This design comes from an exercise in tuning for small area, a short achievable clock period and few clock cycles per item on the open sky130 flow, not from production work.
At most, simulation tests tie the RTL to the original design; equivalence was not proved.
Power is estimated from default activity; no workload was simulated.

// ee457_lab7_P3
module ee457_lab7_P3 (CLK,RSTB,IMEM_ADDR,IMEM_DATA,WB_WRITE,WB_RA,WB_RD);
input CLK,RSTB;
output [5:0] IMEM_ADDR;
input [31:0] IMEM_DATA;
output reg WB_WRITE;
output reg [3:0] WB_RA;
output reg [15:0] WB_RD;
reg [15:0] wb_we;
wire [255:0] regs_flat;
register_file RF (.we(wb_we), .wd(WB_RD), .regs_flat(regs_flat), .clk(CLK));
function [15:0] init_val(input integer k);
  init_val = (k == 15) ? 16'hffff : (k == 14) ? 16'hfff8 : (16'h0001 << k);
endfunction
function [4:0] kval(input [3:0] op);
  kval = op[2] ? 5'b11101 :    
         op[1] ? 5'b00100 :    
         op[0] ? 5'b00001 :    
                 5'b00000;     
endfunction
reg [5:0] pc;
assign IMEM_ADDR = pc;
always @(posedge CLK, negedge RSTB)
  if (!RSTB) pc <= 6'd0;
  else pc <= pc + 6'd1;
reg id_v, ex_v;
reg [3:0] id_rd, ex_rd;
reg [2:0] id_op;       
reg id_hz;             
reg id_wb, id_b;       
reg id_init;           
reg [15:0] id_sel;     
reg [3:0] id_rx;
reg [4:0] id_c;
reg [15:0] written;
wire [15:0] ex_dec = ex_v ? (16'h0001 << ex_rd) : 16'h0000;
always @(posedge CLK, negedge RSTB)
  if (!RSTB) written <= 16'h0000;
  else written <= written | ex_dec;
wire [3:0] if_rx = IMEM_DATA[3:0];
wire [15:0] if_sel = 16'h0001 << if_rx;
wire [15:0] id_dec = id_v ? (16'h0001 << id_rd) : 16'h0000;
wire if_hz  = |(id_dec & if_sel);                 
wire if_byp = |(ex_dec & if_sel) && !if_hz;       
wire if_rf  = !if_hz && !if_byp;
wire [4:0] if_c0 = kval(IMEM_DATA[31:28]);
wire [4:0] if_c1 = kval(IMEM_DATA[31:28]) + kval({1'b0, id_op});
wire [4:0] if_c = if_hz ? if_c1 : if_c0;
always @(posedge CLK, negedge RSTB)
  if (!RSTB) id_v <= 1'b0;
  else id_v <= |IMEM_DATA[31:28];
always @(posedge CLK) begin
  id_op   <= IMEM_DATA[30:28];
  id_rd   <= IMEM_DATA[7:4];
  id_rx   <= if_rx;
  id_hz   <= if_hz;
  id_wb   <= (if_hz && id_hz) || if_byp;
  id_b    <= if_hz && !id_hz;
  id_init <= if_rf && !written[if_rx];
  id_sel  <= if_sel & written & {16{if_rf}};
  id_c    <= if_c;
end
reg [15:0] rd_val;
integer k;
always @* begin
  rd_val = 16'h0000;
  for (k = 0; k < 16; k = k + 1)
    rd_val = rd_val | ({16{id_sel[k]}} & regs_flat[16*k +: 16]);
end
reg [15:0] ex_b;
reg [4:0] ex_c;
  ...
Size: ~380 flip-flops, roughly 61 I/O pins, ~14000 sq um of cells after synthesis.
==> module addc, before the edit <==
module addc (x, c, y);
  input [15:0] x;
  input [4:0] c;
  output [15:0] y;
  wire [4:0] lo = {1'b0, x[3:0]} + {1'b0, c[3:0]};
  assign y[3:0] = lo[3:0];
  wire [15:0] dx = 16'h0001 << x[3:0];
  wire [15:0] dc = 16'h0001 << c[3:0];
  reg c4;
  integer u, v;
  always @* begin
    c4 = 1'b0;
    for (u = 1; u < 16; u = u + 1)
      for (v = 16 - u; v < 16; v = v + 1)
        c4 = c4 | (dx[u] & dc[v]);
  end
  wire up = c4 & ~c[4];
  wire dn = ~c4 & c[4];
  assign y[4] = x[4] ^ c4 ^ c[4];
  genvar i;
  generate for (i = 5; i < 16; i = i + 1) begin : gi
    wire pa = &x[i-1:4];
    wire za = ~|x[i-1:4];
    assign y[i] = x[i] ^ ((up & pa) | (dn & za));
  end endgenerate
endmodule
==> module ee457_lab7_P3, before the edit <==
module ee457_lab7_P3 (CLK,RSTB,IMEM_ADDR,IMEM_DATA,WB_WRITE,WB_RA,WB_RD);
input CLK,RSTB;
output [5:0] IMEM_ADDR;
input [31:0] IMEM_DATA;
output reg WB_WRITE;
output reg [3:0] WB_RA;
output reg [15:0] WB_RD;
reg [15:0] wb_we;
wire [255:0] regs_flat;
register_file RF (.we(wb_we), .wd(WB_RD), .regs_flat(regs_flat), .clk(CLK));
function [15:0] init_val(input integer k);
  init_val = (k == 15) ? 16'hffff : (k == 14) ? 16'hfff8 : (16'h0001 << k);
endfunction
function [4:0] kval(input [3:0] op);
  kval = op[2] ? 5'b11101 :    
         op[1] ? 5'b00100 :    
         op[0] ? 5'b00001 :    
                 5'b00000;     
endfunction
reg [5:0] pc;
assign IMEM_ADDR = pc;
always @(posedge CLK, negedge RSTB)
  if (!RSTB) pc <= 6'd0;
  else pc <= pc + 6'd1;
reg id_v, ex_v;
reg [3:0] id_rd, ex_rd;
reg [2:0] id_op;       
reg id_hz;             
reg id_wb, id_b;       
reg id_init;           
reg [15:0] id_sel;     
reg [3:0] id_rx;
reg [4:0] id_c;
reg [15:0] written;
wire [15:0] ex_dec = ex_v ? (16'h0001 << ex_rd) : 16'h0000;
always @(posedge CLK, negedge RSTB)
  if (!RSTB) written <= 16'h0000;
  else written <= written | ex_dec;
wire [3:0] if_rx = IMEM_DATA[3:0];
wire [15:0] if_sel = 16'h0001 << if_rx;
wire [15:0] id_dec = id_v ? (16'h0001 << id_rd) : 16'h0000;
wire if_hz  = |(id_dec & if_sel);                 
wire if_byp = |(ex_dec & if_sel) && !if_hz;       
wire if_rf  = !if_hz && !if_byp;
wire [4:0] if_c0 = kval(IMEM_DATA[31:28]);
wire [4:0] if_c1 = kval(IMEM_DATA[31:28]) + kval({1'b0, id_op});
wire [4:0] if_c = if_hz ? if_c1 : if_c0;
always @(posedge CLK, negedge RSTB)
  if (!RSTB) id_v <= 1'b0;
  else id_v <= |IMEM_DATA[31:28];
always @(posedge CLK) begin
  id_op   <= IMEM_DATA[30:28];
  id_rd   <= IMEM_DATA[7:4];
  id_rx   <= if_rx;
  id_hz   <= if_hz;
  id_wb   <= (if_hz && id_hz) || if_byp;
  id_b    <= if_hz && !id_hz;
  id_init <= if_rf && !written[if_rx];
  id_sel  <= if_sel & written & {16{if_rf}};
  id_c    <= if_c;
end
reg [15:0] rd_val;
integer k;
always @* begin
  rd_val = 16'h0000;
  for (k = 0; k < 16; k = k + 1)
    rd_val = rd_val | ({16{id_sel[k]}} & regs_flat[16*k +: 16]);
end
reg [15:0] ex_b;
reg [4:0] ex_c;
wire [15:0] id_x = ({16{id_wb}} & WB_RD) | ({16{id_b}} & ex_b) | rd_val
                 | ({16{id_init}} & init_val(id_rx));
always @(posedge CLK, negedge RSTB)
  if (!RSTB) ex_v <= 1'b0;
  else ex_v <= id_v;
always @(posedge CLK) begin
  ex_b  <= id_x;
  ex_c  <= id_c;
  ex_rd <= id_rd;
end
wire [15:0] ex_y;
addc AC (.x(ex_b), .c(ex_c), .y(ex_y));
always @(posedge CLK, negedge RSTB)
  if (!RSTB) WB_WRITE <= 1'b0;
  else WB_WRITE <= ex_v;
always @(posedge CLK) begin
  WB_RD <= ex_y;
  WB_RA <= ex_rd;
  wb_we <= ex_dec;    
end
endmodule
make LEC_CHECK=0 ABC_CLOCK_PERIOD_IN_PS=1500 CAP_MARGIN=20 CORE_MARGIN=2 CORE_UTILIZATION=40 CTS_CLUSTER_DIAMETER=80 CTS_CLUSTER_SIZE=25 SETUP_SLACK_MARGIN=1.4 SLEW_MARGIN=20 finish   # period 3.0 ns
run.sh (not shown) runs the stock make flow with config.mk's settings and CLKGATE_MAP_FILE= SYNTH_SCRIPT=/design/flow/synth_recipe.tcl, a recipe that flattens the netlist after the stock synthesis.
Change:
--- a/flow/design.v
+++ b/flow/design.v
@@ -19,25 +19,19 @@
   input [4:0] c;
   output [15:0] y;
   wire [4:0] lo = {1'b0, x[3:0]} + {1'b0, c[3:0]};
+  wire up = lo[4] & ~c[4];
+  wire dn = ~lo[4] & c[4];
   assign y[3:0] = lo[3:0];
-  wire [15:0] dx = 16'h0001 << x[3:0];
-  wire [15:0] dc = 16'h0001 << c[3:0];
-  reg c4;
-  integer u, v;
-  always @* begin
-    c4 = 1'b0;
-    for (u = 1; u < 16; u = u + 1)
-      for (v = 16 - u; v < 16; v = v + 1)
-        c4 = c4 | (dx[u] & dc[v]);
-  end
-  wire up = c4 & ~c[4];
-  wire dn = ~c4 & c[4];
-  assign y[4] = x[4] ^ c4 ^ c[4];
   genvar i;
-  generate for (i = 5; i < 16; i = i + 1) begin : gi
-    wire pa = &x[i-1:4];
-    wire za = ~|x[i-1:4];
-    assign y[i] = x[i] ^ ((up & pa) | (dn & za));
+  generate for (i = 4; i < 16; i = i + 1) begin : g
+    wire p, z;
+    if (i == 4) begin
+      assign p = 1'b1; assign z = 1'b1;
+    end else begin
+      assign p = &x[i-1:4];
+      assign z = ~|x[i-1:4];
+    end
+    assign y[i] = x[i] ^ ((up & p) | (dn & z));
   end endgenerate
 endmodule
 `timescale 1 ns / 100 ps
@@ -81,9 +75,8 @@
   else written <= written | ex_dec;
 wire [3:0] if_rx = IMEM_DATA[3:0];
 wire [15:0] if_sel = 16'h0001 << if_rx;
-wire [15:0] id_dec = id_v ? (16'h0001 << id_rd) : 16'h0000;
-wire if_hz  = |(id_dec & if_sel);                 
-wire if_byp = |(ex_dec & if_sel) && !if_hz;       
+wire if_hz  = id_v && id_rd == if_rx;             
+wire if_byp = ex_v && ex_rd == if_rx && !if_hz;   
 wire if_rf  = !if_hz && !if_byp;
 wire [4:0] if_c0 = kval(IMEM_DATA[31:28]);
 wire [4:0] if_c1 = kval(IMEM_DATA[31:28]) + kval({1'b0, id_op});
=>
- The changed run went through all stages and came out clean
- area after synthesis fell by a few percent
- worst hold slack barely changes
- utilization fell by 1.0 points
- non-clock buffer count stays the same
- combinational power fell by roughly a tenth
- cell count fell by a few percent
- die area fell by a few percent
No run of this note included a check of the RTL's function; only the layout flow was run.

juniper:
Another version of the RTL of ee457_lab7_P3 (not shown whole).
For scale: about 830 cells after synthesis, roughly 350 flip-flops, about 61 I/O pins, ~0.013 mm2 of cells after synthesis.
==> module register_file, before the edit <==
module register_file (wa, wd, we, regs_flat, written, clk, rstb);
  input clk, rstb, we;
  input [3:0] wa;
  input [15:0] wd;
  output [255:0] regs_flat;
  output reg [15:0] written;
  reg [15:0] regs [0:15];
  always @(posedge clk, negedge rstb)
    if (!rstb) written <= 16'h0000;
    else if (we) written[wa] <= 1'b1;
  always @(posedge clk)
    if (we) regs[wa] <= wd;
  genvar k;
  generate for (k = 0; k < 16; k = k + 1) begin : g
    assign regs_flat[16*k +: 16] = regs[k];
  end endgenerate
endmodule
==> module ee457_lab7_P3, before the edit <==
module ee457_lab7_P3 (CLK,RSTB,IMEM_ADDR,IMEM_DATA,WB_WRITE,WB_RA,WB_RD);
input CLK,RSTB;
output [5:0] IMEM_ADDR;
input [31:0] IMEM_DATA;
output reg WB_WRITE;
output reg [3:0] WB_RA;
output reg [15:0] WB_RD;
wire [255:0] regs_flat;
wire [15:0] written;
register_file RF (.wa(WB_RA), .wd(WB_RD), .we(WB_WRITE), .regs_flat(regs_flat),
                  .written(written), .clk(CLK), .rstb(RSTB));
function [15:0] init_val(input integer k);
  init_val = (k == 15) ? 16'hffff : (k == 14) ? 16'hfff8 : (16'h0001 << k);
endfunction
reg [5:0] pc;
assign IMEM_ADDR = pc;
always @(posedge CLK, negedge RSTB)
  if (!RSTB) pc <= 6'd0;
  else pc <= pc + 6'd1;
reg id_v, ex_v;
reg [3:0] id_rd, ex_rd;
wire [3:0] if_rx = IMEM_DATA[3:0];
wire [15:0] if_sel = 16'h0001 << if_rx;
wire [15:0] written_nx = written | (WB_WRITE ? (16'h0001 << WB_RA) : 16'h0000);
wire if_hz  = id_v && id_rd == if_rx;             
wire if_byp = ex_v && ex_rd == if_rx && !if_hz;   
wire if_use = written_nx[if_rx];
wire if_rf  = !if_hz && !if_byp;
reg id_add1, id_add4, id_sub3;
reg id_hz, id_byp, id_init;
reg [15:0] id_sel;    
reg [3:0] id_rx;
always @(posedge CLK, negedge RSTB)
  if (!RSTB) id_v <= 1'b0;
  else id_v <= |IMEM_DATA[31:28];
always @(posedge CLK) begin
  id_add1 <= IMEM_DATA[28];
  id_add4 <= IMEM_DATA[29];
  id_sub3 <= IMEM_DATA[30];
  id_rd   <= IMEM_DATA[7:4];
  id_rx   <= if_rx;
  id_hz   <= if_hz;
  id_byp  <= if_byp;
  id_init <= if_rf && !if_use;
  id_sel  <= (if_rf && if_use) ? if_sel : 16'h0000;
end
reg [15:0] rd_val;
integer k;
always @* begin
  rd_val = 16'h0000;
  for (k = 0; k < 16; k = k + 1)
    rd_val = rd_val | ({16{id_sel[k]}} & regs_flat[16*k +: 16]);
end
wire [15:0] ex_y;
wire [15:0] id_x = ({16{id_hz}} & ex_y) | ({16{id_byp}} & WB_RD) | rd_val
                 | ({16{id_init}} & init_val(id_rx));
reg ex_add1, ex_add4, ex_sub3;
reg [15:0] ex_a;
always @(posedge CLK, negedge RSTB)
  if (!RSTB) ex_v <= 1'b0;
  else ex_v <= id_v;
always @(posedge CLK) begin
  ex_a    <= id_x;
  ex_add1 <= id_add1; ex_add4 <= id_add4; ex_sub3 <= id_sub3;
  ex_rd   <= id_rd;
end
addk AK (.x(ex_a), .add1(ex_add1), .add4(ex_add4), .sub3(ex_sub3), .y(ex_y));
always @(posedge CLK, negedge RSTB)
  if (!RSTB) WB_WRITE <= 1'b0;
  else WB_WRITE <= ex_v;
always @(posedge CLK) begin
  WB_RD <= ex_y;
  WB_RA <= ex_rd;
end
endmodule
clock: 3.0 ns
lec_check: 0
abc_clock_period_in_ps: 1500
cap_margin: 20
core_margin: 2
core_utilization: 40
setup_slack_margin: 1.3
slew_margin: 20
Edits applied to the flow inputs when going from juniper to nickel:
--- a/flow/design.v
+++ b/flow/design.v
@@ -1,19 +1,17 @@
 `timescale 1 ns / 100 ps
-module register_file (wa, wd, we, regs_flat, written, clk, rstb);
-  input clk, rstb, we;
-  input [3:0] wa;
+module register_file (we, wd, regs_flat, clk);
+  input clk;
+  input [15:0] we;
   input [15:0] wd;
   output [255:0] regs_flat;
-  output reg [15:0] written;
   reg [15:0] regs [0:15];
-  always @(posedge clk, negedge rstb)
-    if (!rstb) written <= 16'h0000;
-    else if (we) written[wa] <= 1'b1;
+  integer j;
   always @(posedge clk)
-    if (we) regs[wa] <= wd;
+    for (j = 0; j < 16; j = j + 1)
+      if (we[j]) regs[j] <= wd;
   genvar k;
   generate for (k = 0; k < 16; k = k + 1) begin : g
     assign regs_flat[16*k +: 16] = regs[k];
   end endgenerate
 endmodule
 module addk (x, add1, add4, sub3, y);
@@ -43,32 +41,35 @@
 input CLK,RSTB;
 output [5:0] IMEM_ADDR;
 input [31:0] IMEM_DATA;
 output reg WB_WRITE;
 output reg [3:0] WB_RA;
 output reg [15:0] WB_RD;
+reg [15:0] wb_we;
 wire [255:0] regs_flat;
-wire [15:0] written;
-register_file RF (.wa(WB_RA), .wd(WB_RD), .we(WB_WRITE), .regs_flat(regs_flat),
-                  .written(written), .clk(CLK), .rstb(RSTB));
+register_file RF (.we(wb_we), .wd(WB_RD), .regs_flat(regs_flat), .clk(CLK));
 function [15:0] init_val(input integer k);
   init_val = (k == 15) ? 16'hffff : (k == 14) ? 16'hfff8 : (16'h0001 << k);
 endfunction
 reg [5:0] pc;
 assign IMEM_ADDR = pc;
 always @(posedge CLK, negedge RSTB)
   if (!RSTB) pc <= 6'd0;
   else pc <= pc + 6'd1;
 reg id_v, ex_v;
 reg [3:0] id_rd, ex_rd;
 wire [3:0] if_rx = IMEM_DATA[3:0];
 wire [15:0] if_sel = 16'h0001 << if_rx;
-wire [15:0] written_nx = written | (WB_WRITE ? (16'h0001 << WB_RA) : 16'h0000);
+reg [15:0] written;
+wire [15:0] ex_dec = ex_v ? (16'h0001 << ex_rd) : 16'h0000;
+always @(posedge CLK, negedge RSTB)
+  if (!RSTB) written <= 16'h0000;
+  else written <= written | ex_dec;
 wire if_hz  = id_v && id_rd == if_rx;             
 wire if_byp = ex_v && ex_rd == if_rx && !if_hz;   
-wire if_use = written_nx[if_rx];
+wire if_use = written[if_rx];
 wire if_rf  = !if_hz && !if_byp;
 reg id_add1, id_add4, id_sub3;
 reg id_hz, id_byp, id_init;
 reg [15:0] id_sel;    
 reg [3:0] id_rx;
 always @(posedge CLK, negedge RSTB)
@@ -80,13 +81,13 @@
   id_sub3 <= IMEM_DATA[30];
   id_rd   <= IMEM_DATA[7:4];
   id_rx   <= if_rx;
   id_hz   <= if_hz;
   id_byp  <= if_byp;
   id_init <= if_rf && !if_use;
-  id_sel  <= (if_rf && if_use) ? if_sel : 16'h0000;
+  id_sel  <= if_sel & written & {16{if_rf}};
 end
 reg [15:0] rd_val;
 integer k;
 always @* begin
   rd_val = 16'h0000;
   for (k = 0; k < 16; k = k + 1)
@@ -109,8 +110,9 @@
 always @(posedge CLK, negedge RSTB)
   if (!RSTB) WB_WRITE <= 1'b0;
   else WB_WRITE <= ex_v;
 always @(posedge CLK) begin
   WB_RD <= ex_y;
   WB_RA <= ex_rd;
+  wb_we <= ex_dec;    
 end
 endmodule
Findings:
- Met3 usage (higher): nickel
- For clock buffer instance count of the final layout, dividing the value from nickel by the value from juniper gives 1.06.
- nickel: share of total power in sequential cells is 2.2 points higher than what juniper reported.
- Combinational power (nickel vs. juniper) decreases by more than 10%
- Final period utilization in nickel vs juniper: down 3.9 points
Testbench counts of nickel, summed over its fixed seeds: cycles 12,384, instrs 11,636.
For juniper, only the layout was checked, not whether the RTL still works.

## what the ideal ports hide
The flow's constraints put no driver on any port. The routed layouts listed below were extracted and timed again, unchanged, in two steps.
Step 1: set_driving_cell puts a clkbuf_16 on CLK and a buf_2 on each other input, an assumption about the parent block.
Step 2 also shifts input and output timing later by t, the mid clock arrival at the registers, as if the neighbouring blocks saw the same clock.
a / b / c = ideal ports / drivers / drivers and shift; a / b = the first two.
run | t, ns | slack for setup (ns) | worst hold slack (ns) | worst setup path after step 2 | worst slew at a driven data input, ns
the first run of note 1 | 0.582 | 0.949 / 0.949 / 0.395 | 0.337 / 0.337 / 0.337 | input to register | 0.04
the second run of note 1 | 0.570 | 0.564 / 0.564 / 0.564 | 0.335 / 0.311 / 0.335 | register to register | 0.03
juniper | 0.571 | 1.007 / 1.007 / 0.631 | 0.326 / 0.326 / 0.326 | input to register | 0.04
nickel | 0.573 | 1.125 / 1.125 / 0.878 | 0.328 / 0.328 / 0.328 | input to register | 0.03
After both steps setup and hold are still met in every run listed. The setup slack of the first run of note 1, which loses most, moves by 0.000 ns with the drivers and by -0.554 ns with both steps.
